This design comes from an exercise in tuning for small area on the open sky130 flow, not from production work.
Power figures rest on the tool's default switching activity, not on a simulated workload.

run 1:
Design delqa_ethmac, start of the top module:
module delqa_ethmac(
   input          clk,         
   input          rst,         
   input          rx_ena,      
   input          loop,        
   input          skipb,       
   input          tx_req,      
   input          rx_done,     
   input  [10:0]  tx_cnt,      
   output [9:0]   txb_adr,     
   input  [15:0]  txb_dat,     
   output         tx_done,     
   output         e_txen,      
   output [7:0]   e_txd,       
   input          e_rxdv,      
   input          e_rxer,      
   input  [7:0]   e_rxd,       
   output         rxb_we,      
   output [9:0]   rxb_adr,     
   output [15:0]  rxb_dat,     
   output [10:0]  rx_cnt,      
   output         rx_rdy,      
   output         rx_err,      
   output         rx_crc_err,  
   output [1:0]   sfrtyp,      
   output         mac_rdy,     
   output [47:0]  mac_data,    
   input          cmp_done,    
   input          cmp_res      
);
Settings: LEC_CHECK=0, CAP_MARGIN=20, CORE_MARGIN=2, CORE_UTILIZATION=65, SLEW_MARGIN=20; clock period 8.0 ns.
run.sh (not shown) runs the stock make flow with config.mk's settings and CLKGATE_MAP_FILE= SYNTH_SCRIPT=/design/flow/synth_recipe.tcl, a recipe that flattens the netlist after the stock synthesis.
Run 1: flow completed, timing, DRC and antenna clean
### run 1 -> run 2
==> flow/flow/run.sh (new file) <==
#!/bin/bash
# Standard ORFS layout, but the port buffers that global placement inserts
# are the smallest buffer cell instead of the default choice.
set -euo pipefail
export BUFFER_PORTS_ARGS="-buffer_cell sky130_fd_sc_hd__buf_1"
bash standard.sh finish > standard_flow.log 2>&1
==> flow/standard.sh (new file) <==
#!/bin/bash
# synth_recipe.tcl (not shown) runs the flow's synth.tcl, then flattens the netlist and writes it again
# the make line also repeats each setting of config.mk as NAME=value (left out here)
make -C /OpenROAD-flow-scripts/flow DESIGN_CONFIG=/design/flow/config.mk WORK_HOME=/design/flow/orfs CLKGATE_MAP_FILE= SYNTH_SCRIPT=/design/flow/synth_recipe.tcl "${@:-finish}"
--- a/flow/config.mk
+++ b/flow/config.mk
@@ -9,3 +9,3 @@
 export CORE_MARGIN = 2
-export CORE_UTILIZATION = 65
+export CORE_UTILIZATION = 40
 export SLEW_MARGIN = 20
removed: flow/run.sh
Findings:
TritonCTS buffer count of run 1 is on par with run 2.
Diff run 2 and run 1: number of inserted diodes lower in run 1
In the metrics for run 2 and run 1, the one carrying the higher first-pass detailed-route iteration total is run 1.
[compare] base=run 1 new=run 2: transition time of the tightest slew-check pin increased 0.012 ns, minimum period implied by the final worst setup slack went down, half-perimeter wire length after placement has decreased.
Edits applied to the flow inputs when going from run 2 to run 3:
==> flow/run.sh (new file) <==
#!/bin/bash
# synth_recipe.tcl (not shown) runs the flow's synth.tcl, then flattens the netlist and writes it again
# the make line also repeats each setting of config.mk as NAME=value (left out here)
make -C /OpenROAD-flow-scripts/flow DESIGN_CONFIG=/design/flow/config.mk WORK_HOME=/design/flow/orfs CLKGATE_MAP_FILE= SYNTH_SCRIPT=/design/flow/synth_recipe.tcl finish
removed: flow/flow/run.sh
removed: flow/standard.sh
--- outcome ---
- Reported for run 2 and run 3, number of nets still failing antenna checks after routing turned out identical to the last digit.
- Of run 2 and run 3, the higher proportion of total power due to net switching belongs to run 2.
- Compared with run 2, run 3 shows register share of total power lower by 0.9 points.
- Per the comparison of run 3 with run 2, leakage power of the design rose 12%, area fraction of clock buffers and clock inverters shrank by 0.77 points, routed wire length +4.0%, number of buffers and inverters on the critical path barely changed, cell area reported after detailed placement grew by 10%.
- [run 3] setup slack on the worst flop-to-flop path rose 0.48 ns relative to run 2
- Between run 2 and run 3, combinational share of power increased.
- Going from run 2 to run 3, wire length of the first global-routing pass grows by about 2.3%.
The following lists how run 4 was set up differently from run 3:
--- a/flow/config.mk
+++ b/flow/config.mk
@@ -10,2 +10,3 @@
 export CORE_UTILIZATION = 40
+export CTS_BUF_LIST = sky130_fd_sc_hd__clkbuf_8
 export SLEW_MARGIN = 20
--- outcome ---
Run 3 → run 4: routed wire length shows a reduction of 140 um; first-pass GRT wire length shows a reduction of 0.54%; portion of the clock cycle consumed by the worst path in the final layout shows no meaningful change. As far as delay of the slowest critical-path stage is concerned, run 4 and run 3 perform about the same.
Function was not checked in any run of this note: the RTL went through the layout flow alone.

[what the ideal ports hide]
How much do the figures lean on ideal ports? The routed layouts below were timed once more, with nothing changed but the port constraints.
Step 1 sets driving cells, clkbuf_16 on the clock port and buf_2 on the other inputs (assumed; they add their load-dependent delay and slew).
Step 2 moves the port delays by t, midway between the first and last clock arrival at a register: inputs arrive t later, outputs are due t later. That takes back most of the time a late clock gives input paths.
Slacks: ideal ports / drivers / drivers and shift; pairs: ideal ports / drivers.
| run | t, ns | setup slack, ns | worst setup path after step 2 | worst register clock-pin slew, ns |
|---|---|---|---|---|
| run 1 | 0.476 | 2.529 / 2.507 / 2.507 | input to output | 0.07 / 0.07 |
| run 2 | 0.472 | 3.248 / 3.205 / 3.205 | input to output | 0.08 / 0.08 |
| run 3 | 0.469 | 2.434 / 2.391 / 2.391 | input to output | 0.07 / 0.07 |
| run 4 | 0.506 | 2.438 / 2.395 / 2.395 | input to output | 0.10 / 0.10 |
After both steps every run listed still meets setup and hold.
